From an optimization exercise on the open Yosys and OpenROAD flow, aimed at small area, a short achievable clock period and few clock cycles; shortcuts taken in it are not production practice. Only simulation tests tie the RTL to the original design; equivalence was not proved. Power figures rest on the tool's default switching activity, not on a simulated workload.

==> design/flow/design.v <==
module CONVCOR(
  input             clk,
  input             rst_n,
  input             in_valid,
  input      [15:0] in_a,
  input      [15:0] in_b,
  input             in_mode,
  output            out_valid,
  output     [35:0] out
);
reg  [3:0]  cnt;           
reg         mode;          
reg  [15:0] ra0, ra1, ra2, rb0, rb1, rb2;   
reg  [15:0] x;             
reg  [3:0]  yr_one, yr_two, yr_neg, yi_one, yi_two, yi_neg;
reg  [1:0]  np, nq;
reg  [17:0] ps_ra, ps_rb, ps_ia, ps_ib;
reg  [35:0] acc, q, o;
reg         ld_q, o_sum, o_q;
reg         ov, ovn;       
wire        idle    = (cnt == 4'd0);
wire        start   = idle & in_valid;
wire        mode_nx = start ? in_mode : mode;
wire        cj      = idle ? in_mode : mode;
reg  [3:0]  cnt_nx;
always @(*) begin
  if (!rst_n)                                          cnt_nx = 4'd0;
  else if (idle)                                       cnt_nx = in_valid ? 4'd2 : 4'd0;
  else if ((mode && cnt == 4'd6) || (!mode && cnt == 4'd12)) cnt_nx = 4'd0;
  else                                                 cnt_nx = cnt + 4'd1;
end
reg [1:0] xs, ys;
reg       uacc_nx, ld_q_nx, o_sum_nx, o_q_nx, ov_nx;
always @(*) begin
  xs = 2'd3; ys = 2'd3;
  uacc_nx = 1'b0; ld_q_nx = 1'b0; o_sum_nx = 1'b0; o_q_nx = 1'b0; ov_nx = 1'b0;
  if (mode) begin
    case (cnt)
      4'd3: uacc_nx = 1'b1;
      4'd4: begin uacc_nx = 1'b1; o_sum_nx = 1'b1; end
      4'd5: ov_nx = 1'b1;
      default: ;
    endcase
  end else begin
    case (cnt)
      4'd2:  begin xs = 2'd0;             o_sum_nx = 1'b1; end
      4'd3:  begin xs = 2'd0; ys = 2'd1; end
      4'd4:  begin xs = 2'd1; ys = 2'd1; uacc_nx = 1'b1; ld_q_nx = 1'b1; end
      4'd5:  begin xs = 2'd0; ys = 2'd1; end
      4'd6:  begin xs = 2'd2; ys = 2'd1; uacc_nx = 1'b1; end
      4'd7:  begin xs = 2'd1; ys = 2'd0; uacc_nx = 1'b1; ld_q_nx = 1'b1; o_q_nx = 1'b1; ov_nx = 1'b1; end
      4'd8:  begin xs = 2'd1; ys = 2'd2;                                  o_q_nx = 1'b1; ov_nx = 1'b1; end
      4'd9:  begin xs = 2'd2; ys = 2'd2; uacc_nx = 1'b1; o_sum_nx = 1'b1;                 ov_nx = 1'b1; end
      4'd10: begin                                         o_sum_nx = 1'b1;                 ov_nx = 1'b1; end
      4'd11: begin                                                                          ov_nx = 1'b1; end
      default: ;
    endcase
  end
  if (!rst_n) begin
    uacc_nx = 1'b0; ld_q_nx = 1'b0; o_sum_nx = 1'b0; o_q_nx = 1'b0; ov_nx = 1'b0;
  end
end
always @(posedge clk) begin
  cnt  <= cnt_nx;
  mode <= mode_nx;
  ld_q <= ld_q_nx; o_sum <= o_sum_nx; o_q <= o_q_nx;
  ov   <= ov_nx;
  ovn  <= ~ov_nx;
end
wire ld_ring = (cnt <= 4'd3);
always @(posedge clk) begin
  ra0 <= ld_ring ? in_a : ra2;  ra1 <= ra0;  ra2 <= ra1;
  rb0 <= ld_ring ? in_b : rb2;  rb1 <= rb0;  rb2 <= rb1;
end
wire [15:0] x_nx = (xs == 2'd0) ? ra0 : (xs == 2'd1) ? ra1 : (xs == 2'd2) ? ra2 : in_a;
wire [15:0] y_nx = (ys == 2'd0) ? rb0 : (ys == 2'd1) ? rb1 : (ys == 2'd2) ? rb2 : in_b;
function [11:0] booth;   
  input [7:0] v;
  input       ng;
  integer k;
  reg b2, b1, b0;
  begin
    for (k = 0; k < 4; k = k + 1) begin
      b2 = v[2*k+1]; b1 = v[2*k]; b0 = (k == 0) ? 1'b0 : v[2*k-1];
      booth[k]     = b1 ^ b0;
      booth[4+k]   = (b2 & ~b1 & ~b0) | (~b2 & b1 & b0);
      booth[8+k]   = b2 ^ ng;
    end
  end
endfunction
wire [11:0] eyr = booth(y_nx[15:8], 1'b0);
wire [11:0] eyi = booth(y_nx[7:0], cj);
always @(posedge clk) begin
  x <= x_nx;
  {yr_neg, yr_two, yr_one} <= eyr;
  {yi_neg, yi_two, yi_one} <= eyi;
  np <= {eyr[11] & ~eyi[11], eyr[11] ^ ~eyi[11]};
  nq <= {eyr[11] & eyi[11],  eyr[11] ^ eyi[11]};
end
wire [17:0] ra, rb, ia, ib;
ptree u_pt (.xr(x[15:8]), .xi(x[7:0]),
            .yr_one(yr_one), .yr_two(yr_two), .yr_neg(yr_neg),
            .yi_one(yi_one), .yi_two(yi_two), .yi_neg(yi_neg),
            .np(np), .nq(nq), .ra(ra), .rb(rb), .ia(ia), .ib(ib));
always @(posedge clk) begin
  ps_ra <= ra; ps_rb <= rb; ps_ia <= ia; ps_ib <= ib;
end
wire [17:0] gr = acc[35:18], gi = acc[17:0];
wire [17:0] sr_s = ps_ra ^ ps_rb ^ gr;
wire [17:0] sr_c = (ps_ra & ps_rb) | (ps_ra & gr) | (ps_rb & gr);
wire [17:0] si_s = ps_ia ^ ps_ib ^ gi;
wire [17:0] si_c = (ps_ia & ps_ib) | (ps_ia & gi) | (ps_ib & gi);
wire [17:0] sr = sr_s + {sr_c[16:0], 1'b0};
wire [17:0] si = si_s + {si_c[16:0], 1'b0};
wire [35:0] sum = {sr, si};
always @(posedge clk) begin
  acc <= {36{uacc_nx}} & sum;    
  if (ld_q) q <= sum;
  if (o_sum)    o <= sum;
  else if (o_q) o <= q;
end
assign out_valid = ov;
assign out = {~({18{ovn}} | ~o[35:18]), {18{ov}} & o[17:0]};
endmodule
module ptree(
  input  [7:0] xr, input [7:0] xi,
  input  [3:0] yr_one, input [3:0] yr_two, input [3:0] yr_neg,
  input  [3:0] yi_one, input [3:0] yi_two, input [3:0] yi_neg,
  input  [1:0] np, input [1:0] nq,
  output [17:0] ra, output [17:0] rb, output [17:0] ia, output [17:0] ib
);
  wire r_w1 = (yr_one[0] & xr[0]) ^ yr_neg[0];
  wire r_w2 = ((yr_one[0] & xr[1]) | (yr_two[0] & xr[0])) ^ yr_neg[0];
  wire r_w3 = ((yr_one[0] & xr[2]) | (yr_two[0] & xr[1])) ^ yr_neg[0];
  wire r_w4 = ((yr_one[0] & xr[3]) | (yr_two[0] & xr[2])) ^ yr_neg[0];
  wire r_w5 = ((yr_one[0] & xr[4]) | (yr_two[0] & xr[3])) ^ yr_neg[0];
  wire r_w6 = ((yr_one[0] & xr[5]) | (yr_two[0] & xr[4])) ^ yr_neg[0];
  wire r_w7 = ((yr_one[0] & xr[6]) | (yr_two[0] & xr[5])) ^ yr_neg[0];
  wire r_w8 = ((yr_one[0] & xr[7]) | (yr_two[0] & xr[6])) ^ yr_neg[0];
  wire r_w9 = ((yr_one[0] & xr[7]) | (yr_two[0] & xr[7])) ^ yr_neg[0];
  wire r_w10 = ~r_w9;
  wire r_w11 = (yr_one[1] & xr[0]) ^ yr_neg[1];
  wire r_w12 = ((yr_one[1] & xr[1]) | (yr_two[1] & xr[0])) ^ yr_neg[1];
  wire r_w13 = ((yr_one[1] & xr[2]) | (yr_two[1] & xr[1])) ^ yr_neg[1];
  wire r_w14 = ((yr_one[1] & xr[3]) | (yr_two[1] & xr[2])) ^ yr_neg[1];
  wire r_w15 = ((yr_one[1] & xr[4]) | (yr_two[1] & xr[3])) ^ yr_neg[1];
  wire r_w16 = ((yr_one[1] & xr[5]) | (yr_two[1] & xr[4])) ^ yr_neg[1];
  wire r_w17 = ((yr_one[1] & xr[6]) | (yr_two[1] & xr[5])) ^ yr_neg[1];
  wire r_w18 = ((yr_one[1] & xr[7]) | (yr_two[1] & xr[6])) ^ yr_neg[1];
  wire r_w19 = ((yr_one[1] & xr[7]) | (yr_two[1] & xr[7])) ^ yr_neg[1];
  wire r_w20 = ~r_w19;
  wire r_w21 = (yr_one[2] & xr[0]) ^ yr_neg[2];
  wire r_w22 = ((yr_one[2] & xr[1]) | (yr_two[2] & xr[0])) ^ yr_neg[2];
  wire r_w23 = ((yr_one[2] & xr[2]) | (yr_two[2] & xr[1])) ^ yr_neg[2];
  wire r_w24 = ((yr_one[2] & xr[3]) | (yr_two[2] & xr[2])) ^ yr_neg[2];
  wire r_w25 = ((yr_one[2] & xr[4]) | (yr_two[2] & xr[3])) ^ yr_neg[2];
  wire r_w26 = ((yr_one[2] & xr[5]) | (yr_two[2] & xr[4])) ^ yr_neg[2];
  wire r_w27 = ((yr_one[2] & xr[6]) | (yr_two[2] & xr[5])) ^ yr_neg[2];
  wire r_w28 = ((yr_one[2] & xr[7]) | (yr_two[2] & xr[6])) ^ yr_neg[2];
  wire r_w29 = ((yr_one[2] & xr[7]) | (yr_two[2] & xr[7])) ^ yr_neg[2];
  wire r_w30 = ~r_w29;
  wire r_w31 = (yr_one[3] & xr[0]) ^ yr_neg[3];
  wire r_w32 = ((yr_one[3] & xr[1]) | (yr_two[3] & xr[0])) ^ yr_neg[3];
  wire r_w33 = ((yr_one[3] & xr[2]) | (yr_two[3] & xr[1])) ^ yr_neg[3];
  wire r_w34 = ((yr_one[3] & xr[3]) | (yr_two[3] & xr[2])) ^ yr_neg[3];
  wire r_w35 = ((yr_one[3] & xr[4]) | (yr_two[3] & xr[3])) ^ yr_neg[3];
  wire r_w36 = ((yr_one[3] & xr[5]) | (yr_two[3] & xr[4])) ^ yr_neg[3];
  wire r_w37 = ((yr_one[3] & xr[6]) | (yr_two[3] & xr[5])) ^ yr_neg[3];
  wire r_w38 = ((yr_one[3] & xr[7]) | (yr_two[3] & xr[6])) ^ yr_neg[3];
  wire r_w39 = ((yr_one[3] & xr[7]) | (yr_two[3] & xr[7])) ^ yr_neg[3];
  wire r_w40 = ~r_w39;
  wire r_w41 = (yi_one[0] & xi[0]) ^ ~yi_neg[0];
  wire r_w42 = ((yi_one[0] & xi[1]) | (yi_two[0] & xi[0])) ^ ~yi_neg[0];
  wire r_w43 = ((yi_one[0] & xi[2]) | (yi_two[0] & xi[1])) ^ ~yi_neg[0];
  wire r_w44 = ((yi_one[0] & xi[3]) | (yi_two[0] & xi[2])) ^ ~yi_neg[0];
  wire r_w45 = ((yi_one[0] & xi[4]) | (yi_two[0] & xi[3])) ^ ~yi_neg[0];
  wire r_w46 = ((yi_one[0] & xi[5]) | (yi_two[0] & xi[4])) ^ ~yi_neg[0];
  wire r_w47 = ((yi_one[0] & xi[6]) | (yi_two[0] & xi[5])) ^ ~yi_neg[0];
  wire r_w48 = ((yi_one[0] & xi[7]) | (yi_two[0] & xi[6])) ^ ~yi_neg[0];
  wire r_w49 = ((yi_one[0] & xi[7]) | (yi_two[0] & xi[7])) ^ ~yi_neg[0];
  wire r_w50 = ~r_w49;
  wire r_w51 = (yi_one[1] & xi[0]) ^ ~yi_neg[1];
  wire r_w52 = ((yi_one[1] & xi[1]) | (yi_two[1] & xi[0])) ^ ~yi_neg[1];
  wire r_w53 = ((yi_one[1] & xi[2]) | (yi_two[1] & xi[1])) ^ ~yi_neg[1];
  wire r_w54 = ((yi_one[1] & xi[3]) | (yi_two[1] & xi[2])) ^ ~yi_neg[1];
  wire r_w55 = ((yi_one[1] & xi[4]) | (yi_two[1] & xi[3])) ^ ~yi_neg[1];
  wire r_w56 = ((yi_one[1] & xi[5]) | (yi_two[1] & xi[4])) ^ ~yi_neg[1];
  wire r_w57 = ((yi_one[1] & xi[6]) | (yi_two[1] & xi[5])) ^ ~yi_neg[1];
  wire r_w58 = ((yi_one[1] & xi[7]) | (yi_two[1] & xi[6])) ^ ~yi_neg[1];
  wire r_w59 = ((yi_one[1] & xi[7]) | (yi_two[1] & xi[7])) ^ ~yi_neg[1];
  wire r_w60 = ~r_w59;
  wire r_w61 = (yi_one[2] & xi[0]) ^ ~yi_neg[2];
  wire r_w62 = ((yi_one[2] & xi[1]) | (yi_two[2] & xi[0])) ^ ~yi_neg[2];
  wire r_w63 = ((yi_one[2] & xi[2]) | (yi_two[2] & xi[1])) ^ ~yi_neg[2];
  wire r_w64 = ((yi_one[2] & xi[3]) | (yi_two[2] & xi[2])) ^ ~yi_neg[2];
  wire r_w65 = ((yi_one[2] & xi[4]) | (yi_two[2] & xi[3])) ^ ~yi_neg[2];
  wire r_w66 = ((yi_one[2] & xi[5]) | (yi_two[2] & xi[4])) ^ ~yi_neg[2];
  wire r_w67 = ((yi_one[2] & xi[6]) | (yi_two[2] & xi[5])) ^ ~yi_neg[2];
  wire r_w68 = ((yi_one[2] & xi[7]) | (yi_two[2] & xi[6])) ^ ~yi_neg[2];
  wire r_w69 = ((yi_one[2] & xi[7]) | (yi_two[2] & xi[7])) ^ ~yi_neg[2];
  wire r_w70 = ~r_w69;
  wire r_w71 = (yi_one[3] & xi[0]) ^ ~yi_neg[3];
  wire r_w72 = ((yi_one[3] & xi[1]) | (yi_two[3] & xi[0])) ^ ~yi_neg[3];
  wire r_w73 = ((yi_one[3] & xi[2]) | (yi_two[3] & xi[1])) ^ ~yi_neg[3];
  wire r_w74 = ((yi_one[3] & xi[3]) | (yi_two[3] & xi[2])) ^ ~yi_neg[3];
  wire r_w75 = ((yi_one[3] & xi[4]) | (yi_two[3] & xi[3])) ^ ~yi_neg[3];
  wire r_w76 = ((yi_one[3] & xi[5]) | (yi_two[3] & xi[4])) ^ ~yi_neg[3];
  wire r_w77 = ((yi_one[3] & xi[6]) | (yi_two[3] & xi[5])) ^ ~yi_neg[3];
  wire r_w78 = ((yi_one[3] & xi[7]) | (yi_two[3] & xi[6])) ^ ~yi_neg[3];
  wire r_w79 = ((yi_one[3] & xi[7]) | (yi_two[3] & xi[7])) ^ ~yi_neg[3];
  wire r_w80 = ~r_w79;
  wire r_w81 = r_w5 ^ r_w13 ^ r_w21;
  wire r_w82 = (r_w5 & r_w13) | (r_w5 & r_w21) | (r_w13 & r_w21);
  wire r_w83 = r_w6 ^ r_w14;
  wire r_w84 = r_w6 & r_w14;
  wire r_w85 = r_w7 ^ r_w15 ^ r_w23;
  wire r_w86 = (r_w7 & r_w15) | (r_w7 & r_w23) | (r_w15 & r_w23);
  wire r_w87 = r_w31 ^ r_w47 ^ r_w55;
  wire r_w88 = (r_w31 & r_w47) | (r_w31 & r_w55) | (r_w47 & r_w55);
  wire r_w89 = r_w8 ^ r_w16 ^ r_w24;
  wire r_w90 = (r_w8 & r_w16) | (r_w8 & r_w24) | (r_w16 & r_w24);
  wire r_w91 = r_w32 ^ r_w48 ^ r_w56;
  wire r_w92 = (r_w32 & r_w48) | (r_w32 & r_w56) | (r_w48 & r_w56);
  wire r_w93 = r_w64 ^ r_w72;
  wire r_w94 = r_w64 & r_w72;
  wire r_w95 = r_w10 ^ r_w17 ^ r_w25;
  wire r_w96 = (r_w10 & r_w17) | (r_w10 & r_w25) | (r_w17 & r_w25);
  wire r_w97 = r_w33 ^ r_w50 ^ r_w57;
  wire r_w98 = (r_w33 & r_w50) | (r_w33 & r_w57) | (r_w50 & r_w57);
  wire r_w99 = r_w65 ^ r_w73;
  wire r_w100 = r_w65 & r_w73;
  wire r_w101 = r_w18 ^ r_w26 ^ r_w34;
  wire r_w102 = (r_w18 & r_w26) | (r_w18 & r_w34) | (r_w26 & r_w34);
  wire r_w103 = r_w58 ^ r_w66 ^ r_w74;
  wire r_w104 = (r_w58 & r_w66) | (r_w58 & r_w74) | (r_w66 & r_w74);
  wire r_w105 = r_w20 ^ r_w27 ^ r_w35;
  wire r_w106 = (r_w20 & r_w27) | (r_w20 & r_w35) | (r_w27 & r_w35);
  wire r_w107 = r_w60 ^ r_w67;
  wire r_w108 = r_w60 & r_w67;
  wire r_w109 = r_w3 ^ r_w11 ^ yr_neg[1];
  wire r_w110 = (r_w3 & r_w11) | (r_w3 & yr_neg[1]) | (r_w11 & yr_neg[1]);
  wire r_w111 = r_w4 ^ r_w12;
  wire r_w112 = r_w4 & r_w12;
  wire r_w113 = yr_neg[2] ^ r_w45 ^ r_w53;
  wire r_w114 = (yr_neg[2] & r_w45) | (yr_neg[2] & r_w53) | (r_w45 & r_w53);
  wire r_w115 = r_w61 ^ ~yi_neg[2];
  wire r_w116 = r_w61 & ~yi_neg[2];
  wire r_w117 = r_w22 ^ r_w46 ^ r_w54;
  wire r_w118 = (r_w22 & r_w46) | (r_w22 & r_w54) | (r_w46 & r_w54);
  wire r_w119 = r_w62 ^ r_w83 ^ r_w82;
  wire r_w120 = (r_w62 & r_w83) | (r_w62 & r_w82) | (r_w83 & r_w82);
  wire r_w121 = r_w63 ^ r_w71 ^ np[0];
  wire r_w122 = (r_w63 & r_w71) | (r_w63 & np[0]) | (r_w71 & np[0]);
  wire r_w123 = r_w85 ^ r_w87 ^ r_w84;
  wire r_w124 = (r_w85 & r_w87) | (r_w85 & r_w84) | (r_w87 & r_w84);
  wire r_w125 = np[1] ^ r_w89 ^ r_w91;
  wire r_w126 = (np[1] & r_w89) | (np[1] & r_w91) | (r_w89 & r_w91);
  wire r_w127 = r_w93 ^ r_w86 ^ r_w88;
  wire r_w128 = (r_w93 & r_w86) | (r_w93 & r_w88) | (r_w86 & r_w88);
  wire r_w129 = r_w95 ^ r_w97 ^ r_w99;
  wire r_w130 = (r_w95 & r_w97) | (r_w95 & r_w99) | (r_w97 & r_w99);
  wire r_w131 = r_w90 ^ r_w92 ^ r_w94;
  wire r_w132 = (r_w90 & r_w92) | (r_w90 & r_w94) | (r_w92 & r_w94);
  wire r_w133 = 1'b1 ^ r_w101 ^ r_w103;
  wire r_w134 = (1'b1 & r_w101) | (1'b1 & r_w103) | (r_w101 & r_w103);
  wire r_w135 = r_w96 ^ r_w98 ^ r_w100;
  wire r_w136 = (r_w96 & r_w98) | (r_w96 & r_w100) | (r_w98 & r_w100);
  wire r_w137 = r_w75 ^ 1'b1 ^ r_w105;
  wire r_w138 = (r_w75 & 1'b1) | (r_w75 & r_w105) | (1'b1 & r_w105);
  wire r_w139 = r_w107 ^ r_w102 ^ r_w104;
  wire r_w140 = (r_w107 & r_w102) | (r_w107 & r_w104) | (r_w102 & r_w104);
  wire r_w141 = r_w28 ^ r_w36 ^ r_w68;
  wire r_w142 = (r_w28 & r_w36) | (r_w28 & r_w68) | (r_w36 & r_w68);
  wire r_w143 = r_w76 ^ r_w106 ^ r_w108;
  wire r_w144 = (r_w76 & r_w106) | (r_w76 & r_w108) | (r_w106 & r_w108);
  wire r_w145 = r_w30 ^ r_w37 ^ r_w70;
  wire r_w146 = (r_w30 & r_w37) | (r_w30 & r_w70) | (r_w37 & r_w70);
  wire r_w147 = r_w77 ^ 1'b1;
  wire r_w148 = r_w77 & 1'b1;
  wire r_w149 = r_w1 ^ yr_neg[0];
  wire r_w150 = r_w1 & yr_neg[0];
  wire r_w151 = r_w43 ^ r_w51;
  wire r_w152 = r_w43 & r_w51;
  wire r_w153 = r_w44 ^ r_w52 ^ r_w111;
  wire r_w154 = (r_w44 & r_w52) | (r_w44 & r_w111) | (r_w52 & r_w111);
  wire r_w155 = r_w81 ^ r_w113 ^ r_w115;
  wire r_w156 = (r_w81 & r_w113) | (r_w81 & r_w115) | (r_w113 & r_w115);
  wire r_w157 = r_w117 ^ r_w119 ^ r_w114;
  wire r_w158 = (r_w117 & r_w119) | (r_w117 & r_w114) | (r_w119 & r_w114);
  wire r_w159 = r_w121 ^ r_w123 ^ r_w118;
  wire r_w160 = (r_w121 & r_w123) | (r_w121 & r_w118) | (r_w123 & r_w118);
  wire r_w161 = r_w125 ^ r_w127 ^ r_w122;
  wire r_w162 = (r_w125 & r_w127) | (r_w125 & r_w122) | (r_w127 & r_w122);
  wire r_w163 = r_w129 ^ r_w131 ^ r_w126;
  wire r_w164 = (r_w129 & r_w131) | (r_w129 & r_w126) | (r_w131 & r_w126);
  wire r_w165 = r_w133 ^ r_w135 ^ r_w130;
  wire r_w166 = (r_w133 & r_w135) | (r_w133 & r_w130) | (r_w135 & r_w130);
  wire r_w167 = r_w137 ^ r_w139 ^ r_w134;
  wire r_w168 = (r_w137 & r_w139) | (r_w137 & r_w134) | (r_w139 & r_w134);
  wire r_w169 = r_w141 ^ r_w143 ^ r_w138;
  wire r_w170 = (r_w141 & r_w143) | (r_w141 & r_w138) | (r_w143 & r_w138);
  wire r_w171 = r_w145 ^ r_w147 ^ r_w142;
  wire r_w172 = (r_w145 & r_w147) | (r_w145 & r_w142) | (r_w147 & r_w142);
  wire r_w173 = r_w38 ^ r_w78 ^ r_w146;
  wire r_w174 = (r_w38 & r_w78) | (r_w38 & r_w146) | (r_w78 & r_w146);
  wire r_w175 = r_w40 ^ r_w80;
  wire r_w176 = r_w40 & r_w80;
  wire r_w177 = r_w41 ^ ~yi_neg[0];
  wire r_w178 = r_w41 & ~yi_neg[0];
  wire r_w179 = r_w2 ^ r_w42 ^ r_w150;
  wire r_w180 = (r_w2 & r_w42) | (r_w2 & r_w150) | (r_w42 & r_w150);
  wire r_w181 = ~yi_neg[1] ^ r_w109 ^ r_w151;
  wire r_w182 = (~yi_neg[1] & r_w109) | (~yi_neg[1] & r_w151) | (r_w109 & r_w151);
  wire r_w183 = r_w110 ^ r_w153 ^ r_w152;
  wire r_w184 = (r_w110 & r_w153) | (r_w110 & r_w152) | (r_w153 & r_w152);
  wire r_w185 = r_w112 ^ r_w155 ^ r_w154;
  wire r_w186 = (r_w112 & r_w155) | (r_w112 & r_w154) | (r_w155 & r_w154);
  wire r_w187 = r_w116 ^ r_w157 ^ r_w156;
  wire r_w188 = (r_w116 & r_w157) | (r_w116 & r_w156) | (r_w157 & r_w156);
  wire r_w189 = r_w120 ^ r_w159 ^ r_w158;
  wire r_w190 = (r_w120 & r_w159) | (r_w120 & r_w158) | (r_w159 & r_w158);
  wire r_w191 = r_w124 ^ r_w161 ^ r_w160;
  wire r_w192 = (r_w124 & r_w161) | (r_w124 & r_w160) | (r_w161 & r_w160);
  wire r_w193 = r_w128 ^ r_w163 ^ r_w162;
  wire r_w194 = (r_w128 & r_w163) | (r_w128 & r_w162) | (r_w163 & r_w162);
  wire r_w195 = r_w132 ^ r_w165 ^ r_w164;
  wire r_w196 = (r_w132 & r_w165) | (r_w132 & r_w164) | (r_w165 & r_w164);
  wire r_w197 = r_w136 ^ r_w167 ^ r_w166;
  wire r_w198 = (r_w136 & r_w167) | (r_w136 & r_w166) | (r_w167 & r_w166);
  wire r_w199 = r_w140 ^ r_w169 ^ r_w168;
  wire r_w200 = (r_w140 & r_w169) | (r_w140 & r_w168) | (r_w169 & r_w168);
  wire r_w201 = r_w144 ^ r_w171 ^ r_w170;
  wire r_w202 = (r_w144 & r_w171) | (r_w144 & r_w170) | (r_w171 & r_w170);
  wire r_w203 = r_w148 ^ r_w173 ^ r_w172;
  wire r_w204 = (r_w148 & r_w173) | (r_w148 & r_w172) | (r_w173 & r_w172);
  wire r_w205 = 1'b1 ^ r_w175 ^ r_w174;
  wire r_w206 = (1'b1 & r_w175) | (1'b1 & r_w174) | (r_w175 & r_w174);
  assign ra = {1'b1, 1'b1, r_w176, r_w205, r_w203, r_w201, r_w199, r_w197, r_w195, r_w193, r_w191, r_w189, r_w187, r_w185, r_w183, r_w181, r_w179, r_w149};
  assign rb = {1'b0, 1'b0, r_w206, r_w204, r_w202, r_w200, r_w198, r_w196, r_w194, r_w192, r_w190, r_w188, r_w186, r_w184, r_w182, r_w180, r_w178, r_w177};
  wire i_w207 = (yi_one[0] & xr[0]) ^ yi_neg[0];
  wire i_w208 = ((yi_one[0] & xr[1]) | (yi_two[0] & xr[0])) ^ yi_neg[0];
  wire i_w209 = ((yi_one[0] & xr[2]) | (yi_two[0] & xr[1])) ^ yi_neg[0];
  wire i_w210 = ((yi_one[0] & xr[3]) | (yi_two[0] & xr[2])) ^ yi_neg[0];
  wire i_w211 = ((yi_one[0] & xr[4]) | (yi_two[0] & xr[3])) ^ yi_neg[0];
  wire i_w212 = ((yi_one[0] & xr[5]) | (yi_two[0] & xr[4])) ^ yi_neg[0];
  wire i_w213 = ((yi_one[0] & xr[6]) | (yi_two[0] & xr[5])) ^ yi_neg[0];
  wire i_w214 = ((yi_one[0] & xr[7]) | (yi_two[0] & xr[6])) ^ yi_neg[0];
  wire i_w215 = ((yi_one[0] & xr[7]) | (yi_two[0] & xr[7])) ^ yi_neg[0];
  wire i_w216 = ~i_w215;
  wire i_w217 = (yi_one[1] & xr[0]) ^ yi_neg[1];
  wire i_w218 = ((yi_one[1] & xr[1]) | (yi_two[1] & xr[0])) ^ yi_neg[1];
  wire i_w219 = ((yi_one[1] & xr[2]) | (yi_two[1] & xr[1])) ^ yi_neg[1];
  wire i_w220 = ((yi_one[1] & xr[3]) | (yi_two[1] & xr[2])) ^ yi_neg[1];
  wire i_w221 = ((yi_one[1] & xr[4]) | (yi_two[1] & xr[3])) ^ yi_neg[1];
  wire i_w222 = ((yi_one[1] & xr[5]) | (yi_two[1] & xr[4])) ^ yi_neg[1];
  wire i_w223 = ((yi_one[1] & xr[6]) | (yi_two[1] & xr[5])) ^ yi_neg[1];
  wire i_w224 = ((yi_one[1] & xr[7]) | (yi_two[1] & xr[6])) ^ yi_neg[1];
  wire i_w225 = ((yi_one[1] & xr[7]) | (yi_two[1] & xr[7])) ^ yi_neg[1];
  wire i_w226 = ~i_w225;
  wire i_w227 = (yi_one[2] & xr[0]) ^ yi_neg[2];
  wire i_w228 = ((yi_one[2] & xr[1]) | (yi_two[2] & xr[0])) ^ yi_neg[2];
  wire i_w229 = ((yi_one[2] & xr[2]) | (yi_two[2] & xr[1])) ^ yi_neg[2];
  wire i_w230 = ((yi_one[2] & xr[3]) | (yi_two[2] & xr[2])) ^ yi_neg[2];
  wire i_w231 = ((yi_one[2] & xr[4]) | (yi_two[2] & xr[3])) ^ yi_neg[2];
  wire i_w232 = ((yi_one[2] & xr[5]) | (yi_two[2] & xr[4])) ^ yi_neg[2];
  wire i_w233 = ((yi_one[2] & xr[6]) | (yi_two[2] & xr[5])) ^ yi_neg[2];
  wire i_w234 = ((yi_one[2] & xr[7]) | (yi_two[2] & xr[6])) ^ yi_neg[2];
  wire i_w235 = ((yi_one[2] & xr[7]) | (yi_two[2] & xr[7])) ^ yi_neg[2];
  wire i_w236 = ~i_w235;
  wire i_w237 = (yi_one[3] & xr[0]) ^ yi_neg[3];
  wire i_w238 = ((yi_one[3] & xr[1]) | (yi_two[3] & xr[0])) ^ yi_neg[3];
  wire i_w239 = ((yi_one[3] & xr[2]) | (yi_two[3] & xr[1])) ^ yi_neg[3];
  wire i_w240 = ((yi_one[3] & xr[3]) | (yi_two[3] & xr[2])) ^ yi_neg[3];
  wire i_w241 = ((yi_one[3] & xr[4]) | (yi_two[3] & xr[3])) ^ yi_neg[3];
  wire i_w242 = ((yi_one[3] & xr[5]) | (yi_two[3] & xr[4])) ^ yi_neg[3];
  wire i_w243 = ((yi_one[3] & xr[6]) | (yi_two[3] & xr[5])) ^ yi_neg[3];
  wire i_w244 = ((yi_one[3] & xr[7]) | (yi_two[3] & xr[6])) ^ yi_neg[3];
  wire i_w245 = ((yi_one[3] & xr[7]) | (yi_two[3] & xr[7])) ^ yi_neg[3];
  wire i_w246 = ~i_w245;
  wire i_w247 = (yr_one[0] & xi[0]) ^ yr_neg[0];
  wire i_w248 = ((yr_one[0] & xi[1]) | (yr_two[0] & xi[0])) ^ yr_neg[0];
  wire i_w249 = ((yr_one[0] & xi[2]) | (yr_two[0] & xi[1])) ^ yr_neg[0];
  wire i_w250 = ((yr_one[0] & xi[3]) | (yr_two[0] & xi[2])) ^ yr_neg[0];
  wire i_w251 = ((yr_one[0] & xi[4]) | (yr_two[0] & xi[3])) ^ yr_neg[0];
  wire i_w252 = ((yr_one[0] & xi[5]) | (yr_two[0] & xi[4])) ^ yr_neg[0];
  wire i_w253 = ((yr_one[0] & xi[6]) | (yr_two[0] & xi[5])) ^ yr_neg[0];
  wire i_w254 = ((yr_one[0] & xi[7]) | (yr_two[0] & xi[6])) ^ yr_neg[0];
  wire i_w255 = ((yr_one[0] & xi[7]) | (yr_two[0] & xi[7])) ^ yr_neg[0];
  wire i_w256 = ~i_w255;
  wire i_w257 = (yr_one[1] & xi[0]) ^ yr_neg[1];
  wire i_w258 = ((yr_one[1] & xi[1]) | (yr_two[1] & xi[0])) ^ yr_neg[1];
  wire i_w259 = ((yr_one[1] & xi[2]) | (yr_two[1] & xi[1])) ^ yr_neg[1];
  wire i_w260 = ((yr_one[1] & xi[3]) | (yr_two[1] & xi[2])) ^ yr_neg[1];
  wire i_w261 = ((yr_one[1] & xi[4]) | (yr_two[1] & xi[3])) ^ yr_neg[1];
  wire i_w262 = ((yr_one[1] & xi[5]) | (yr_two[1] & xi[4])) ^ yr_neg[1];
  wire i_w263 = ((yr_one[1] & xi[6]) | (yr_two[1] & xi[5])) ^ yr_neg[1];
  wire i_w264 = ((yr_one[1] & xi[7]) | (yr_two[1] & xi[6])) ^ yr_neg[1];
  wire i_w265 = ((yr_one[1] & xi[7]) | (yr_two[1] & xi[7])) ^ yr_neg[1];
  wire i_w266 = ~i_w265;
  wire i_w267 = (yr_one[2] & xi[0]) ^ yr_neg[2];
  wire i_w268 = ((yr_one[2] & xi[1]) | (yr_two[2] & xi[0])) ^ yr_neg[2];
  wire i_w269 = ((yr_one[2] & xi[2]) | (yr_two[2] & xi[1])) ^ yr_neg[2];
  wire i_w270 = ((yr_one[2] & xi[3]) | (yr_two[2] & xi[2])) ^ yr_neg[2];
  wire i_w271 = ((yr_one[2] & xi[4]) | (yr_two[2] & xi[3])) ^ yr_neg[2];
  wire i_w272 = ((yr_one[2] & xi[5]) | (yr_two[2] & xi[4])) ^ yr_neg[2];
  wire i_w273 = ((yr_one[2] & xi[6]) | (yr_two[2] & xi[5])) ^ yr_neg[2];
  wire i_w274 = ((yr_one[2] & xi[7]) | (yr_two[2] & xi[6])) ^ yr_neg[2];
  wire i_w275 = ((yr_one[2] & xi[7]) | (yr_two[2] & xi[7])) ^ yr_neg[2];
  wire i_w276 = ~i_w275;
  wire i_w277 = (yr_one[3] & xi[0]) ^ yr_neg[3];
  wire i_w278 = ((yr_one[3] & xi[1]) | (yr_two[3] & xi[0])) ^ yr_neg[3];
  wire i_w279 = ((yr_one[3] & xi[2]) | (yr_two[3] & xi[1])) ^ yr_neg[3];
  wire i_w280 = ((yr_one[3] & xi[3]) | (yr_two[3] & xi[2])) ^ yr_neg[3];
  wire i_w281 = ((yr_one[3] & xi[4]) | (yr_two[3] & xi[3])) ^ yr_neg[3];
  wire i_w282 = ((yr_one[3] & xi[5]) | (yr_two[3] & xi[4])) ^ yr_neg[3];
  wire i_w283 = ((yr_one[3] & xi[6]) | (yr_two[3] & xi[5])) ^ yr_neg[3];
  wire i_w284 = ((yr_one[3] & xi[7]) | (yr_two[3] & xi[6])) ^ yr_neg[3];
  wire i_w285 = ((yr_one[3] & xi[7]) | (yr_two[3] & xi[7])) ^ yr_neg[3];
  wire i_w286 = ~i_w285;
  wire i_w287 = i_w211 ^ i_w219 ^ i_w227;
  wire i_w288 = (i_w211 & i_w219) | (i_w211 & i_w227) | (i_w219 & i_w227);
  wire i_w289 = i_w212 ^ i_w220;
  wire i_w290 = i_w212 & i_w220;
  wire i_w291 = i_w213 ^ i_w221 ^ i_w229;
  wire i_w292 = (i_w213 & i_w221) | (i_w213 & i_w229) | (i_w221 & i_w229);
  wire i_w293 = i_w237 ^ i_w253 ^ i_w261;
  wire i_w294 = (i_w237 & i_w253) | (i_w237 & i_w261) | (i_w253 & i_w261);
  wire i_w295 = i_w214 ^ i_w222 ^ i_w230;
  wire i_w296 = (i_w214 & i_w222) | (i_w214 & i_w230) | (i_w222 & i_w230);
  wire i_w297 = i_w238 ^ i_w254 ^ i_w262;
  wire i_w298 = (i_w238 & i_w254) | (i_w238 & i_w262) | (i_w254 & i_w262);
  wire i_w299 = i_w270 ^ i_w278;
  wire i_w300 = i_w270 & i_w278;
  wire i_w301 = i_w216 ^ i_w223 ^ i_w231;
  wire i_w302 = (i_w216 & i_w223) | (i_w216 & i_w231) | (i_w223 & i_w231);
  wire i_w303 = i_w239 ^ i_w256 ^ i_w263;
  wire i_w304 = (i_w239 & i_w256) | (i_w239 & i_w263) | (i_w256 & i_w263);
  wire i_w305 = i_w271 ^ i_w279;
  wire i_w306 = i_w271 & i_w279;
  wire i_w307 = i_w224 ^ i_w232 ^ i_w240;
  wire i_w308 = (i_w224 & i_w232) | (i_w224 & i_w240) | (i_w232 & i_w240);
  wire i_w309 = i_w264 ^ i_w272 ^ i_w280;
  wire i_w310 = (i_w264 & i_w272) | (i_w264 & i_w280) | (i_w272 & i_w280);
  wire i_w311 = i_w226 ^ i_w233 ^ i_w241;
  wire i_w312 = (i_w226 & i_w233) | (i_w226 & i_w241) | (i_w233 & i_w241);
  wire i_w313 = i_w266 ^ i_w273;
  wire i_w314 = i_w266 & i_w273;
  wire i_w315 = i_w209 ^ i_w217 ^ yi_neg[1];
  wire i_w316 = (i_w209 & i_w217) | (i_w209 & yi_neg[1]) | (i_w217 & yi_neg[1]);
  wire i_w317 = i_w210 ^ i_w218;
  wire i_w318 = i_w210 & i_w218;
  wire i_w319 = yi_neg[2] ^ i_w251 ^ i_w259;
  wire i_w320 = (yi_neg[2] & i_w251) | (yi_neg[2] & i_w259) | (i_w251 & i_w259);
  wire i_w321 = i_w267 ^ yr_neg[2];
  wire i_w322 = i_w267 & yr_neg[2];
  wire i_w323 = i_w228 ^ i_w252 ^ i_w260;
  wire i_w324 = (i_w228 & i_w252) | (i_w228 & i_w260) | (i_w252 & i_w260);
  wire i_w325 = i_w268 ^ i_w289 ^ i_w288;
  wire i_w326 = (i_w268 & i_w289) | (i_w268 & i_w288) | (i_w289 & i_w288);
  wire i_w327 = i_w269 ^ i_w277 ^ nq[0];
  wire i_w328 = (i_w269 & i_w277) | (i_w269 & nq[0]) | (i_w277 & nq[0]);
  wire i_w329 = i_w291 ^ i_w293 ^ i_w290;
  wire i_w330 = (i_w291 & i_w293) | (i_w291 & i_w290) | (i_w293 & i_w290);
  wire i_w331 = nq[1] ^ i_w295 ^ i_w297;
  wire i_w332 = (nq[1] & i_w295) | (nq[1] & i_w297) | (i_w295 & i_w297);
  wire i_w333 = i_w299 ^ i_w292 ^ i_w294;
  wire i_w334 = (i_w299 & i_w292) | (i_w299 & i_w294) | (i_w292 & i_w294);
  wire i_w335 = i_w301 ^ i_w303 ^ i_w305;
  wire i_w336 = (i_w301 & i_w303) | (i_w301 & i_w305) | (i_w303 & i_w305);
  wire i_w337 = i_w296 ^ i_w298 ^ i_w300;
  wire i_w338 = (i_w296 & i_w298) | (i_w296 & i_w300) | (i_w298 & i_w300);
  wire i_w339 = 1'b1 ^ i_w307 ^ i_w309;
  wire i_w340 = (1'b1 & i_w307) | (1'b1 & i_w309) | (i_w307 & i_w309);
  wire i_w341 = i_w302 ^ i_w304 ^ i_w306;
  wire i_w342 = (i_w302 & i_w304) | (i_w302 & i_w306) | (i_w304 & i_w306);
  wire i_w343 = i_w281 ^ 1'b1 ^ i_w311;
  wire i_w344 = (i_w281 & 1'b1) | (i_w281 & i_w311) | (1'b1 & i_w311);
  wire i_w345 = i_w313 ^ i_w308 ^ i_w310;
  wire i_w346 = (i_w313 & i_w308) | (i_w313 & i_w310) | (i_w308 & i_w310);
  wire i_w347 = i_w234 ^ i_w242 ^ i_w274;
  wire i_w348 = (i_w234 & i_w242) | (i_w234 & i_w274) | (i_w242 & i_w274);
  wire i_w349 = i_w282 ^ i_w312 ^ i_w314;
  wire i_w350 = (i_w282 & i_w312) | (i_w282 & i_w314) | (i_w312 & i_w314);
  wire i_w351 = i_w236 ^ i_w243 ^ i_w276;
  wire i_w352 = (i_w236 & i_w243) | (i_w236 & i_w276) | (i_w243 & i_w276);
  wire i_w353 = i_w283 ^ 1'b1;
  wire i_w354 = i_w283 & 1'b1;
  wire i_w355 = i_w207 ^ yi_neg[0];
  wire i_w356 = i_w207 & yi_neg[0];
  wire i_w357 = i_w249 ^ i_w257;
  wire i_w358 = i_w249 & i_w257;
  wire i_w359 = i_w250 ^ i_w258 ^ i_w317;
  wire i_w360 = (i_w250 & i_w258) | (i_w250 & i_w317) | (i_w258 & i_w317);
  wire i_w361 = i_w287 ^ i_w319 ^ i_w321;
  wire i_w362 = (i_w287 & i_w319) | (i_w287 & i_w321) | (i_w319 & i_w321);
  wire i_w363 = i_w323 ^ i_w325 ^ i_w320;
  wire i_w364 = (i_w323 & i_w325) | (i_w323 & i_w320) | (i_w325 & i_w320);
  wire i_w365 = i_w327 ^ i_w329 ^ i_w324;
  wire i_w366 = (i_w327 & i_w329) | (i_w327 & i_w324) | (i_w329 & i_w324);
  wire i_w367 = i_w331 ^ i_w333 ^ i_w328;
  wire i_w368 = (i_w331 & i_w333) | (i_w331 & i_w328) | (i_w333 & i_w328);
  wire i_w369 = i_w335 ^ i_w337 ^ i_w332;
  wire i_w370 = (i_w335 & i_w337) | (i_w335 & i_w332) | (i_w337 & i_w332);
  wire i_w371 = i_w339 ^ i_w341 ^ i_w336;
  wire i_w372 = (i_w339 & i_w341) | (i_w339 & i_w336) | (i_w341 & i_w336);
  wire i_w373 = i_w343 ^ i_w345 ^ i_w340;
  wire i_w374 = (i_w343 & i_w345) | (i_w343 & i_w340) | (i_w345 & i_w340);
  wire i_w375 = i_w347 ^ i_w349 ^ i_w344;
  wire i_w376 = (i_w347 & i_w349) | (i_w347 & i_w344) | (i_w349 & i_w344);
  wire i_w377 = i_w351 ^ i_w353 ^ i_w348;
  wire i_w378 = (i_w351 & i_w353) | (i_w351 & i_w348) | (i_w353 & i_w348);
  wire i_w379 = i_w244 ^ i_w284 ^ i_w352;
  wire i_w380 = (i_w244 & i_w284) | (i_w244 & i_w352) | (i_w284 & i_w352);
  wire i_w381 = i_w246 ^ i_w286;
  wire i_w382 = i_w246 & i_w286;
  wire i_w383 = i_w247 ^ yr_neg[0];
  wire i_w384 = i_w247 & yr_neg[0];
  wire i_w385 = i_w208 ^ i_w248 ^ i_w356;
  wire i_w386 = (i_w208 & i_w248) | (i_w208 & i_w356) | (i_w248 & i_w356);
  wire i_w387 = yr_neg[1] ^ i_w315 ^ i_w357;
  wire i_w388 = (yr_neg[1] & i_w315) | (yr_neg[1] & i_w357) | (i_w315 & i_w357);
  wire i_w389 = i_w316 ^ i_w359 ^ i_w358;
  wire i_w390 = (i_w316 & i_w359) | (i_w316 & i_w358) | (i_w359 & i_w358);
  wire i_w391 = i_w318 ^ i_w361 ^ i_w360;
  wire i_w392 = (i_w318 & i_w361) | (i_w318 & i_w360) | (i_w361 & i_w360);
  wire i_w393 = i_w322 ^ i_w363 ^ i_w362;
  wire i_w394 = (i_w322 & i_w363) | (i_w322 & i_w362) | (i_w363 & i_w362);
  wire i_w395 = i_w326 ^ i_w365 ^ i_w364;
  wire i_w396 = (i_w326 & i_w365) | (i_w326 & i_w364) | (i_w365 & i_w364);
  wire i_w397 = i_w330 ^ i_w367 ^ i_w366;
  wire i_w398 = (i_w330 & i_w367) | (i_w330 & i_w366) | (i_w367 & i_w366);
  wire i_w399 = i_w334 ^ i_w369 ^ i_w368;
  wire i_w400 = (i_w334 & i_w369) | (i_w334 & i_w368) | (i_w369 & i_w368);
  wire i_w401 = i_w338 ^ i_w371 ^ i_w370;
  wire i_w402 = (i_w338 & i_w371) | (i_w338 & i_w370) | (i_w371 & i_w370);
  wire i_w403 = i_w342 ^ i_w373 ^ i_w372;
  wire i_w404 = (i_w342 & i_w373) | (i_w342 & i_w372) | (i_w373 & i_w372);
  wire i_w405 = i_w346 ^ i_w375 ^ i_w374;
  wire i_w406 = (i_w346 & i_w375) | (i_w346 & i_w374) | (i_w375 & i_w374);
  wire i_w407 = i_w350 ^ i_w377 ^ i_w376;
  wire i_w408 = (i_w350 & i_w377) | (i_w350 & i_w376) | (i_w377 & i_w376);
  wire i_w409 = i_w354 ^ i_w379 ^ i_w378;
  wire i_w410 = (i_w354 & i_w379) | (i_w354 & i_w378) | (i_w379 & i_w378);
  wire i_w411 = 1'b1 ^ i_w381 ^ i_w380;
  wire i_w412 = (1'b1 & i_w381) | (1'b1 & i_w380) | (i_w381 & i_w380);
  assign ia = {1'b1, 1'b1, i_w382, i_w411, i_w409, i_w407, i_w405, i_w403, i_w401, i_w399, i_w397, i_w395, i_w393, i_w391, i_w389, i_w387, i_w385, i_w355};
  assign ib = {1'b0, 1'b0, i_w412, i_w410, i_w408, i_w406, i_w404, i_w402, i_w400, i_w398, i_w396, i_w394, i_w392, i_w390, i_w388, i_w386, i_w384, i_w383};
endmodule
==> design/flow/flow/run.sh <==
#!/bin/bash
set -euo pipefail
bash standard.sh SETUP_SLACK_MARGIN=6.8 "BUFFER_PORTS_ARGS=-buffer_cell sky130_fd_sc_hd__buf_2" finish > make_finish.log 2>&1
==> design/flow/standard.sh <==
#!/bin/bash
# synth_recipe.tcl (not shown) runs the flow's synth.tcl, then flattens the netlist and writes it again
# the make line also repeats each setting of config.mk as NAME=value (left out here)
make -C /OpenROAD-flow-scripts/flow DESIGN_CONFIG=/design/flow/config.mk WORK_HOME=/design/flow/orfs CLKGATE_MAP_FILE= SYNTH_SCRIPT=/design/flow/synth_recipe.tcl "${@:-finish}"
==> design/flow/config.mk <==
export PLATFORM = sky130hd
export DESIGN_NAME = CONVCOR
export DESIGN_NICKNAME = CONVCOR
export VERILOG_FILES = /design/flow/design.v
export SDC_FILE = /design/flow/constraint.sdc
export NUM_CORES = 4
export LEC_CHECK = 0
export CAP_MARGIN = 20
export CORE_MARGIN = 2
export CORE_UTILIZATION = 40
export CTS_CLUSTER_DIAMETER = 80
export CTS_CLUSTER_SIZE = 24
export PLACE_DENSITY = 0.75
export SLEW_MARGIN = 20
==> design/flow/constraint.sdc <==
create_clock -name core_clock -period 10.0 [get_ports {clk}]
set_input_delay 2.0000 -clock core_clock [delete_from_list [all_inputs] [get_ports {clk}]]
set_output_delay 2.0000 -clock core_clock [all_outputs]
set_load 0.01 [all_outputs]
==> results of run 1 <==
==> synthesized netlist by cell type, types with 5 or more instances <==
cell type  number
dfxtp_1       249
a211oi_1        7
o21a_1          7
and2_1         49
fa_1          130
a21o_1         11
o21ai_0        38
nor3_1          5
and3_1          5
mux4_2         24
a31oi_1         7
nor2b_1        24
inv_1         144
nand2b_1       10
nor2_1         35
o22ai_1         5
xnor2_1        92
edfxtp_1       73
mux4_1          8
xor2_1         87
a21oi_1        42
nand2_1        49
o211ai_1        5
o21bai_1        6
mux2_2         59
a22oi_1       112
nand3_1         8
clkbuf_1       84
buf_1           7
ha_1           63
==> stage by stage <==
stage / setup WS, ns / hold slack (ns) / utilization [%]
floorplan: 6.810 / 0.3229 / -
global placement: 6.510 / 0.3281 / 42.11
detailed placement: 6.409 / 0.3315 / 42.11
CTS: 6.668 / 0.3242 / 43.65
global route: 6.633 / 0.3284 / 44.07
finish: 6.685 / 0.3258 / 44.07
==> layout make-up <==
class | count | share of cell area, %
flip-flops and latches | 322 | 38.72
repair buffers | 86 | 2.615
well taps | 585 | 3.873
inverters | 145 | 2.880
clock buffers | 25 | 2.741
clock inverters | 4 | 0.2979
multi-input cells | 923 | 48.87
==> what timing repair did <==
item                       CTS  global route
hold buffers                 0             0
pin swaps                    0             1
gates resized for setup     50            38
cloned                       0             0
setup endpoints to repair   69            60
buffers inserted             0             8
hold endpoints to repair     0             0
==> flip-flops by register name, indices dropped and copies added (netlist names), 16 cells and up <==
signal / flops
x: 16
ps_rb: 16
rb1: 16
o: 36
ps_ra: 16
acc: 36
ps_ia: 16
ra0: 16
rb2: 16
ra1: 16
q: 36
ps_ib: 16
ra2: 16
rb0: 16
==> cell families (layout without fill, tap and decap cells) <==
| logic type | after synthesis | after routing | synth area share (%) |
|---|---|---|---|
| DFF | 322 | 322 | 41.48 |
| AOI/OAI and AO/OA | 259 | 259 | 10.13 |
| buffers and inverters | 242 | 260 | 5.417 |
| and+or+nand+nor | 199 | 199 | 6.010 |
| adders and majority gates | 193 | 193 | 19.60 |
| xor gates and xnor gates | 179 | 179 | 9.062 |
| muxes | 93 | 93 | 8.295 |
==> power by group through the flow <==
stage / Combinational, mW / Sequential [mW] / Clock [mW]
finish: 3.85 / 1.99 / 0.811
global route: 4.54 / 2.02 / 0.877
CTS: 3.90 / 1.98 / 0.835
detailed placement: 3.87 / 2.01 / 0
global placement: 3.70 / 2.00 / 0
floorplan: 3.04 / 1.83 / 0
==> how the worst max path moves through the flow <==
stage / end / depth (start not counted) / from
after floorplan: ps_ra[8] / 10 / yr_two[0]
after global routing: out[16] / 3 / ov
final: out[16] / 3 / ov
after detailed placement: ps_ra[8] / 7 / yr_neg[1]
after global placement: ps_ia[8] / 7 / yi_neg[1]
after CTS: out[16] / 2 / ov
==> metal layers <==
layer  track usage, %  up-vias  share of wire, %
met2            26.09      359                47
li1                 -     5032                 -
met1            22.15     5319                44
met4            5.415        0               2.5
met3            2.511       57               6.4
met5                0        -                 0
==> notes.md, run 1 <==
status=complete, no violations; Net Switching=between 2 and 3 mW; CTS tree=built; Post-Syn Area=between 15,000 and 20,000 um^2; Switching Fraction=between 40% and 50%; Final setup viols=0; CTS clk-pin slew, worst paths=about 0.090 ns; largest net degree at the start of global routing=45; Final Cycle Share=33.15%; CTS buffer count=18; I/O Pins=73; GRT overflow=0; #FFs+latches synth=322; starting density of the core=just over 40%; antenna cells=0; mean post-synth cell area=~12 um^2; Max Cap Viol=0; worst hold path depth=0; Port Buf Inserts=~70; Int Pwr=3.704 mW; Design Area, Final=approximately 19,000 um^2; Worst path max stage delay=0.37 ns; Area Overhead vs Synth=9.243%; Final Critical Period=roughly 3.3 ns; number of global-route vias before repair=approximately 11,000; share of cells above drive strength 1=16.68%; DRC=0; Clock Latency Late Sink=between 0.5 and 0.6 ns; post-DP HPWL=between 20,000 and 30,000 um; Top delay family on crit path=flip-flops; flop2flop setup slack=roughly 6.9 ns; placement row count=between 70 and 80; Lkg Pwr=7.750 nW; DR pass1 iterations=6; most common cell after layout, fill and taps aside=dfxtp_1; top-area cell type share of the netlist area=between 20% and 30%; Bufs and invs on worst path=2; clock tree sinks=around 320; Worst-Margin Slew=just over 1 ns; # fillers=3,923; Seq pwr share=29.9%; hold endpoint=ra2[8]; RSZ-0062 raised after global routing=yes; most frequent cells in the layout=dfxtp_1, inv_1, fa_1, a22oi_1, xnor2_1; Worst Path Required=roughly 8 ns; Final ANT Viol Nets=0; Clk pwr share=between 10% and 20%; DR vias=between 10,000 and 15,000; die area=roughly 45,000 um^2; Yosys cell types=57; Final Non-Filler Cells=2,090; Reg area=~7300 um^2; WS Path Type=reg -> out; number of flops mapped to enable cells by yosys=73; Cell Chain, Critical Path=buf_12, and2_1, buf_2; Final TNS setup=0 ns; crit path launch type=flop; final hold viol count=0; placed cell count=slightly above 2,000; Max-slew headroom=roughly a third; Routed WL per cell=17.20 um; RR Endpoint=ps_ra[7]; crit path max fanout=10; Tot Pwr=6.649 mW; Max Transition Viols Final=0; vias per inst=5.152; antenna violations before repair=0; final net count=approximately 1,700; Synth Warn #=1; reg2reg start=x[9]; Synth area leaders=dfxtp_1, fa_1, edfxtp_1; Gate power share=slightly below 60%; total core area=approximately 43,000 um^2; Multi-input gate area=9236 um^2; RD Place Congestion=between 0.8 and 0.9; Synth Net Count=1,716; global-route wire length before repair=just under 60,000 um; Pwr Density=between 300 and 400 nW/um^2; Die Ht=between 200 and 250 um; ys async rst share=0%; Crit. End Element=output pin; Die X=approximately 210 um; Clock Path Buffers=3; Clock Skew=around 0.023 ns; Critical Path AT=about 1.3 ns; GRT Total Usage=~16%; Gate Count Post-Synth=1,487; sequential-to-total area share from yosys stat=approximately two fifths; CTS root buffer=clkbuf_16; Synth area leader=dfxtp_1; DP Area=~18,000 um^2; f_max=301.6 MHz; First DRT Iteration DRCs=between 800 and 900; HP Start=ra1[8]; H-tree depth=1; Primary FF master, synth=dfxtp_1; maximum vdd ir drop=about 0.18 mV; Crit-path slowest cell=dfxtp_4; FF-to-FF path depth=9; total wire length=35,950 um; worst min-delay path category=reg -> reg
Testbench counts, summed over its fixed seeds: cycles 21,468.
==> run 2: changes to the inputs <==
--- a/design/flow/config.mk
+++ b/design/flow/config.mk
@@ -12,3 +12,2 @@
 export CTS_CLUSTER_SIZE = 24
-export PLACE_DENSITY = 0.75
 export SLEW_MARGIN = 20
==> notes.md, run 2 <==
sequential-to-total area share from yosys stat=about two fifths; starting density of the core=roughly two fifths; number of flops mapped to enable cells by yosys=73; #FFs+latches synth=~320; total core area=about 43,000 um^2; number of global-route vias before repair=approximately 11,000; antenna violations before repair=0; most common cell in the netlist=dfxtp_1; Clock Path Buffers=3; DP Area=approximately 18,000 um^2; placement row count=between 70 and 80; Max-slew headroom=between 30% and 40%; Worst path max stage delay=around 0.42 ns; Design Area, Final=around 19,000 um^2; most common cell after layout, fill and taps aside=dfxtp_1; antenna cells=0; WS Path Type=reg -> out; Crit-path slowest cell=dfxtp_4; Crit. End Element=output pin; total wire length=between 30,000 and 40,000 um; RSZ-0062 raised after global routing=yes; Synth Warn #=1; crit path launch type=flop; most frequent cells in the layout=dfxtp_1, inv_1, fa_1, a22oi_1, xnor2_1; final core occ=44.42%; Final ANT Viol Nets=0; die area=approximately 45,000 um^2; f_max=roughly 310 MHz; DRC=0; hold buffers post-CTS=0; Yosys cell types=between 50 and 60; Pwr Density=roughly 360 nW/um^2; Final Non-Filler Cells=roughly 2,100; largest net degree at the start of global routing=45; DR pass1 iterations=5; I/O Pins=73; H-tree depth=1; top-area cell type share of the netlist area=between 20% and 30%; # fillers=about 4,000; crit path max fanout=18; Clock Skew=around 0.024 ns; Clock Latency Late Sink=about 0.53 ns; clock tree sinks=322; pre-CTS WS=6.416 ns; Top delay family on crit path=flip-flops; Synth Net Count=between 1,500 and 2,000; share of cells above drive strength 1=about 18%; post-DP HPWL=approximately 26,000 um; Area Overhead vs Synth=10.12%; Final TNS setup=0 ns; Largest regs=acc: 36 flops, o: 36 flops, q: 36 flops; top cells by count, synth=dfxtp_1, inv_1, fa_1; First DRT Iteration DRCs=between 800 and 900; CTS clk-pin slew, worst paths=about 0.09 ns; Primary FF master, synth=dfxtp_1; Die Ht=~210 um; Routed WL per cell=roughly 17 um; Cell Chain, Critical Path=nor2b_1, buf_2; Post-Syn Area=17,300 um^2; Final Critical Period=between 3 and 4 ns; GRT overflow=0; CTS tree=built; Tot Pwr=6.771 mW; Critical Path AT=approximately 1.2 ns; placed cell count=between 2,000 and 2,500; final net count=around 1,700; DR vias=10,710; mean post-synth cell area=11.63 um^2; ys async rst share=0%; maximum vdd ir drop=approximately 0.18 mV; RD Place Congestion=between 0.8 and 0.9; Final setup viols=0; GRT Total Usage=between 10% and 20%; Port Buf Inserts=around 70; CTS root buffer=clkbuf_16; Worst-Margin Slew=0.9827 ns; final hold viol count=0; status=complete, no violations; Synth area leader=dfxtp_1; global-route wire length before repair=a little under 60,000 um; Synth area leaders=dfxtp_1, fa_1, edfxtp_1; Max Transition Viols Final=0; vias per inst=just over 5; PnR worst setup slack=between 6 and 7 ns; Max Cap Viol=0; worst min-delay path category=reg -> reg; Die X=about 210 um; CTS buffer count=21; Gate Count Post-Synth=around 1,500; Lkg Pwr=between 7 and 8 nW; hold slack=roughly 0.34 ns; Worst Path Required=8.00 ns; Bufs and invs on worst path=1; Final Cycle Share=~32%
## run 2: logic make-up after synthesis
kind of cell	Yosys count	share of synthesized area (%)
compound gates	259	10.13
flops	322	41.48
xor+xnor	179	9.062
mux	93	8.295
simple gates	199	6.010
buf+inv	242	5.417
fa+ha+maj	193	19.60
## run 2: area by class of cell
cell class / count / area [um^2] / area share (%)
timing repair buffer: 95 / 533.0 / 2.798
clock buffer: 24 / 568.0 / 2.982
clock inverter: 11 / 127.6 / 0.6699
inverter: 145 / 544.3 / 2.857
tap: 585 / 732.0 / 3.842
multi-input combinational: 923 / 9228 / 48.43
sequential: 322 / 7320 / 38.42
## run 2: worst paths after layout
path | from | endpoint | slack [ns] | cells after the start
min reg2reg | rb1[8] | rb2[8] | 0.34 | 0
max | ovn | out[26] | 6.76 | 2
max reg2reg | x[3] | ps_ia[6] | 6.91 | 7
min | rb1[8] | rb2[8] | 0.34 | 0
## run 2: power by group
part           switching, mW  internal [mW]
Sequential             0.274           1.73
Combinational           2.26           1.60
Clock                  0.473          0.431
## run 2: timing repair
item	4_1_cts	5_1_grt
buffers inserted	0	16
gates resized for setup	45	39
pin swaps	0	2
gates cloned	0	0
setup endpoints to repair	69	69
## run 2: layer usage
layer	global-route usage, %	wire (um)	up-vias
met5	0	0	-
met4	4.420	663	0
met3	2.614	1959	43
met2	25.74	16560	297
met1	23.72	16790	5314
li1	-	-	5056
==> run 3: changes to the inputs <==
--- a/design/flow/config.mk
+++ b/design/flow/config.mk
@@ -9,3 +9,3 @@
 export CORE_MARGIN = 2
-export CORE_UTILIZATION = 40
+export CORE_UTILIZATION = 65
 export CTS_CLUSTER_DIAMETER = 80
==> notes.md, run 3 <==
status=complete, no violations; antenna violations before repair=0; CTS clk-pin slew, worst paths=about 0.090 ns; Cell Chain, Critical Path=and2_1, buf_2; global-route wire length before repair=approximately 56,000 um; WS Path Type=reg -> out; H-tree depth=1; Post-Syn Area=between 15,000 and 20,000 um^2; PnR worst setup slack=6.765 ns; Worst Path Required=8.00 ns; Primary FF master, synth=dfxtp_1; number of flops mapped to enable cells by yosys=73; share of cells above drive strength 1=16.03%; Port Buf Inserts=between 70 and 80; f_max=309.1 MHz; GRT overflow=0; ys async rst share=0%; CTS buffer count=17; RD Place Congestion=0.8846; final hold viol count=0; GRT Total Usage=24.86%; Crit. End Element=output pin; Final Cycle Share=between 30 and 40%; Clock Skew=0.01664 ns; Synth Net Count=1,716; most frequent cells in the layout=dfxtp_1, inv_1, fa_1, a22oi_1, xnor2_1; Max-slew headroom=roughly two fifths; Die X=167.1 um; crit path launch type=flop; clock tree sinks=322; DR pass1 iterations=17; Synth area leaders=dfxtp_1, fa_1, edfxtp_1; RSZ-0062 raised after global routing=yes; post-DP HPWL=23,870 um; Lkg Pwr=around 7.7 nW; top-area cell type share of the netlist area=28.81%; vias per inst=about 6; Worst-Margin Slew=0.9194 ns; Routed WL per cell=18.60 um; Largest regs=acc: 36 flops, o: 36 flops, q: 36 flops; Pwr Density=about 360 nW/um^2; antenna cells=0; crit path max fanout=19; Clock Latency Late Sink=0.52 ns; pre-CTS WS=6.443 ns; Critical Path AT=approximately 1.2 ns; sequential-to-total area share from yosys stat=41.48%; Crit-path slowest cell=dfxtp_4; Final Critical Period=around 3.2 ns; most common cell in the netlist=dfxtp_1; First DRT Iteration DRCs=1,206; DR vias=~11,000; Synth area leader=dfxtp_1; #FFs+latches synth=around 320; DRC=0; CTS root buffer=clkbuf_16; largest net degree at the start of global routing=45; Worst path max stage delay=roughly 0.44 ns; Max Transition Viols Final=0; total core area=roughly 26,000 um^2; most common cell after layout, fill and taps aside=dfxtp_1; hold buffers post-CTS=0; Max Cap Viol=0; total wire length=34,070 um; maximum vdd ir drop=~0.22 mV; starting density of the core=66.20%; top cells by count, synth=dfxtp_1, inv_1, fa_1; Final ANT Viol Nets=0; Die Ht=~170 um; I/O Pins=73; final net count=between 1,500 and 2,000; Final setup viols=0; worst min-delay path category=reg -> reg; number of global-route vias before repair=between 10,000 and 15,000; Area Overhead vs Synth=6.466%; placement row count=59; die area=about 28,000 um^2; Yosys cell types=57; Gate Count Post-Synth=roughly 1,500; CTS tree=built; Synth Warn #=1; mean post-synth cell area=about 12 um^2; Final TNS setup=0 ns; Clock Path Buffers=3
==> run 3: repair_timing <==
action | 4_1_cts | 5_1_grt
pin swaps | 0 | 1
gates resized for setup | 44 | 36
setup endpoints to repair | 69 | 63
buffers inserted | 0 | 1
==> run 3: critical path: cells and delay by family, from the launching register on <==
family                 cells  cell delay (ns)
buffers and inverters      1             0.13
and+or+nand+nor            1             0.15
DFF                        1             0.44
==> run 3: routing by layer <==
| layer | wire, um | up-vias | global-route usage [%] | share of wire, % |
|---|---|---|---|---|
| met5 | 0 | - | 0 | 0 |
| met1 | 15330 | 5238 | 36.14 | 45 |
| met4 | 743 | 0 | 6.352 | 2.2 |
| met2 | 15830 | 394 | 40.27 | 46 |
| met3 | 2164 | 55 | 3.025 | 6.4 |
| li1 | - | 5015 | - | - |
==> run 3: path summary, 6_finish.rpt <==
kind | from | to | slack [ns] | depth (start not counted)
hold reg to reg | rb1[3] | rb2[3] | 0.34 | 0
setup reg to reg | yr_neg[2] | ps_ra[8] | 6.88 | 7
setup / recovery | ov | out[8] | 6.76 | 2
hold / removal | rb1[3] | rb2[3] | 0.34 | 0
==> run 3: layout make-up <==
class / instances / area, um^2
multi-input cells: 923 / 9225
fillers: 1957 / 7714
flip-flops and latches: 322 / 7310
well taps: 335 / 419.2
inverters: 145 / 544.3
repair buffers: 81 / 427.9
clock inverters: 2 / 11.26
clock buffers: 24 / 481.7
==> run 3: power by group <==
part	total [mW]	leakage, nW	switching (mW)	internal [mW]
clock	0.739	0.244	0.400	0.339
sequential	1.99	2.75	0.264	1.73
combinational	3.90	4.67	2.30	1.60
==> run 3: logic make-up (layout without fill, tap and decap cells) <==
| logic type | count (synthesis) | count (layout) | share of synthesized area [%] |
|---|---|---|---|
| flip-flops | 322 | 322 | 41.48 |
| AND/OR/NAND/NOR | 199 | 199 | 6.010 |
| multiplexers | 93 | 93 | 8.295 |
| buffers and inverters | 242 | 252 | 5.417 |
| XOR/XNOR | 179 | 179 | 9.062 |
| adder cells (fa/ha/maj) | 193 | 193 | 19.60 |
| AO/OA/AOI/OAI | 259 | 259 | 10.13 |
==> run 3: through the flow <==
step                utilization (%)  hold slack, ns  power [mW]  area [um^2]  std cells
floorplan                         -          0.3229       4.870        17340       1487
global placement              67.93          0.3263       5.718        17750       1805
detailed placement            67.93          0.3311       5.836        17750       1805
CTS                           70.06          0.3470       6.611        18310       1831
global route                  70.48          0.3526       7.405        18420       1832
finish                        70.48          0.3432       6.634        18420       1832
==> run 4: changes to the inputs <==
--- a/design/flow/config.mk
+++ b/design/flow/config.mk
@@ -9,3 +9,3 @@
 export CORE_MARGIN = 2
-export CORE_UTILIZATION = 65
+export CORE_UTILIZATION = 55
 export CTS_CLUSTER_DIAMETER = 80
==> notes.md, run 4 <==
ys async rst share=0%; Largest regs=acc: 36 flops, o: 36 flops, q: 36 flops; antenna violations before repair=0; #FFs+latches synth=between 300 and 400; final hold viol count=0; most common cell after layout, fill and taps aside=dfxtp_1; Max Cap Viol=0; RD Place Congestion=about 0.83; sequential-to-total area share from yosys stat=41.48%; FF-to-FF path depth=8; Final ANT Viol Nets=0; Synth area leaders=dfxtp_1, fa_1, edfxtp_1; Area Overhead vs Synth=6.957%; Critical Path AT=~1.2 ns; reg2reg start=yi_two[2]; Gate Count Post-Synth=around 1,500; Die Ht=between 150 and 200 um; most frequent cells in the layout=dfxtp_1, inv_1, fa_1, a22oi_1, xnor2_1; global-route wire length before repair=roughly 58,000 um; post-DP HPWL=about 24,000 um; worst min-delay path category=reg -> reg; maximum vdd ir drop=~0.16 mV; Lkg Pwr=roughly 7.7 nW; DRC=0; total wire length=around 35,000 um; DR pass1 iterations=5; Worst-Margin Slew=0.9294 ns; Clock Skew=about 0.019 ns; DR vias=between 10,000 and 15,000; GRT Total Usage=approximately 22%; I/O Pins=73; PnR worst setup slack=about 6.8 ns; top cells by count, synth=dfxtp_1, inv_1, fa_1; crit path launch type=flop; RR Endpoint=ps_ia[7]; Tot Pwr=around 6.6 mW; most common cell in the netlist=dfxtp_1; final core occ=60.18%; Design Area, Final=18,500 um^2; H-tree depth=1; Crit. End Element=output pin; starting density of the core=roughly 56%; antenna cells=0; Post-Syn Area=~17,000 um^2; mean post-synth cell area=~12 um^2; CTS buffer count=17; Crit. Startpoint=ov; hold slack=~0.34 ns; number of flops mapped to enable cells by yosys=73; Routed WL per cell=~18 um; die area=roughly 33,000 um^2; CTS tree=built; First DRT Iteration DRCs=836; share of cells above drive strength 1=~16%; Primary FF master, synth=dfxtp_1; Max-slew headroom=between 30% and 40%; Max Used Layer=met4; hold buffers post-CTS=0; flop2flop setup slack=between 6 and 7 ns; GRT overflow=0; Pwr Density=355.8 nW/um^2; RSZ-0062 raised after global routing=yes; Yosys cell types=57; DP Area=17,840 um^2; clock tree sinks=322; CP endpoint=out[13]; placed cell count=1,867; Synth Warn #=1; Clock Path Buffers=3; vias per inst=approximately 5.6; Synth Net Count=about 1,700; Crit-path slowest cell=dfxtp_4; Final setup viols=0; Final Cycle Share=32.27%; Die X=approximately 180 um; Max Transition Viols Final=0; Final Critical Period=around 3.2 ns; Metal-1 WL=15,720 um; Synth area leader=dfxtp_1; Cell Chain, Critical Path=and2_1, buf_2; CTS root buffer=clkbuf_16; CTS clk-pin slew, worst paths=0.09 ns; crit path max fanout=19; WL met3=2318 um; Worst path max stage delay=between 0.4 and 0.5 ns; status=complete, no violations; WS Path Type=reg -> out; total core area=approximately 31,000 um^2; Final Non-Filler Cells=between 1,500 and 2,000; WL met2=around 16,000 um; final net count=between 1,500 and 2,000; placement row count=64; largest net degree at the start of global routing=45; Port Buf Inserts=72; number of global-route vias before repair=between 10,000 and 15,000; Worst Path Required=approximately 8.0 ns; Clock Latency Late Sink=between 0.5 and 0.6 ns; top-area cell type share of the netlist area=28.81%; f_max=about 310 MHz; Final TNS setup=0 ns; pre-CTS WS=about 6.4 ns
[run 4: cell types whose count changed in the layout (fill, tap and decap cells not counted), sizes merged]
cell,delta
clkinv,+1
buf,+1
inv,-1
[run 4: layout make-up]
| type | instances | area, um^2 |
|---|---|---|
| fillers | 2566 | 12250 |
| multi-input cells | 923 | 9230 |
| flip-flops and latches | 322 | 7312 |
| inverters | 145 | 544.3 |
| well taps | 396 | 495.5 |
| clock buffers | 24 | 473.0 |
| repair buffers | 82 | 435.4 |
| clock inverters | 2 | 13.76 |
[run 4: metal layers]
metal / up-vias / global-route usage (%)
met5: - / 0
met4: 0 / 4.553
met3: 39 / 3.548
met2: 340 / 35.34
met1: 5289 / 31.02
li1: 5007 / -
[run 4: kinds of logic after synthesis]
| family | Yosys count | share of synthesized area, % |
|---|---|---|
| buf+inv | 242 | 5.417 |
| simple gates | 199 | 6.010 |
| flops | 322 | 41.48 |
| mux | 93 | 8.295 |
| compound gates | 259 | 10.13 |
| fa+ha+maj | 193 | 19.60 |
| xor+xnor | 179 | 9.062 |
[run 4: how the worst min path moves through the flow]
stage / from / endpoint / slack [ns] / cells after the start
floorplan: ra0[15] / ra1[15] / 0.32 / 0
detailed placement: rb1[15] / rb2[15] / 0.33 / 0
CTS: rb1[9] / rb2[9] / 0.35 / 0
global placement: ra0[15] / ra1[15] / 0.33 / 0
finish: rb1[9] / rb2[9] / 0.34 / 0
global route: rb1[9] / rb2[9] / 0.35 / 0
[run 4: report_power, final]
part | switching, mW | total [mW] | internal [mW]
Combinational | 2.27 | 3.86 | 1.59
Clock | 0.406 | 0.740 | 0.334
Sequential | 0.262 | 1.99 | 1.73
[run 4: critical path, delay by kind of cell, from the launching register on]
family | cells | cell delay, ns
DFF | 1 | 0.44
and+or+nand+nor | 1 | 0.14
buffers and inverters | 1 | 0.12
[run 4: timing repair]
item                       in CTS  in global routing
resized for setup              42                 40
hold endpoints to repair        0                  0
setup buffers                   0                  1
pin swaps                       0                  2
setup endpoints to repair      70                 62
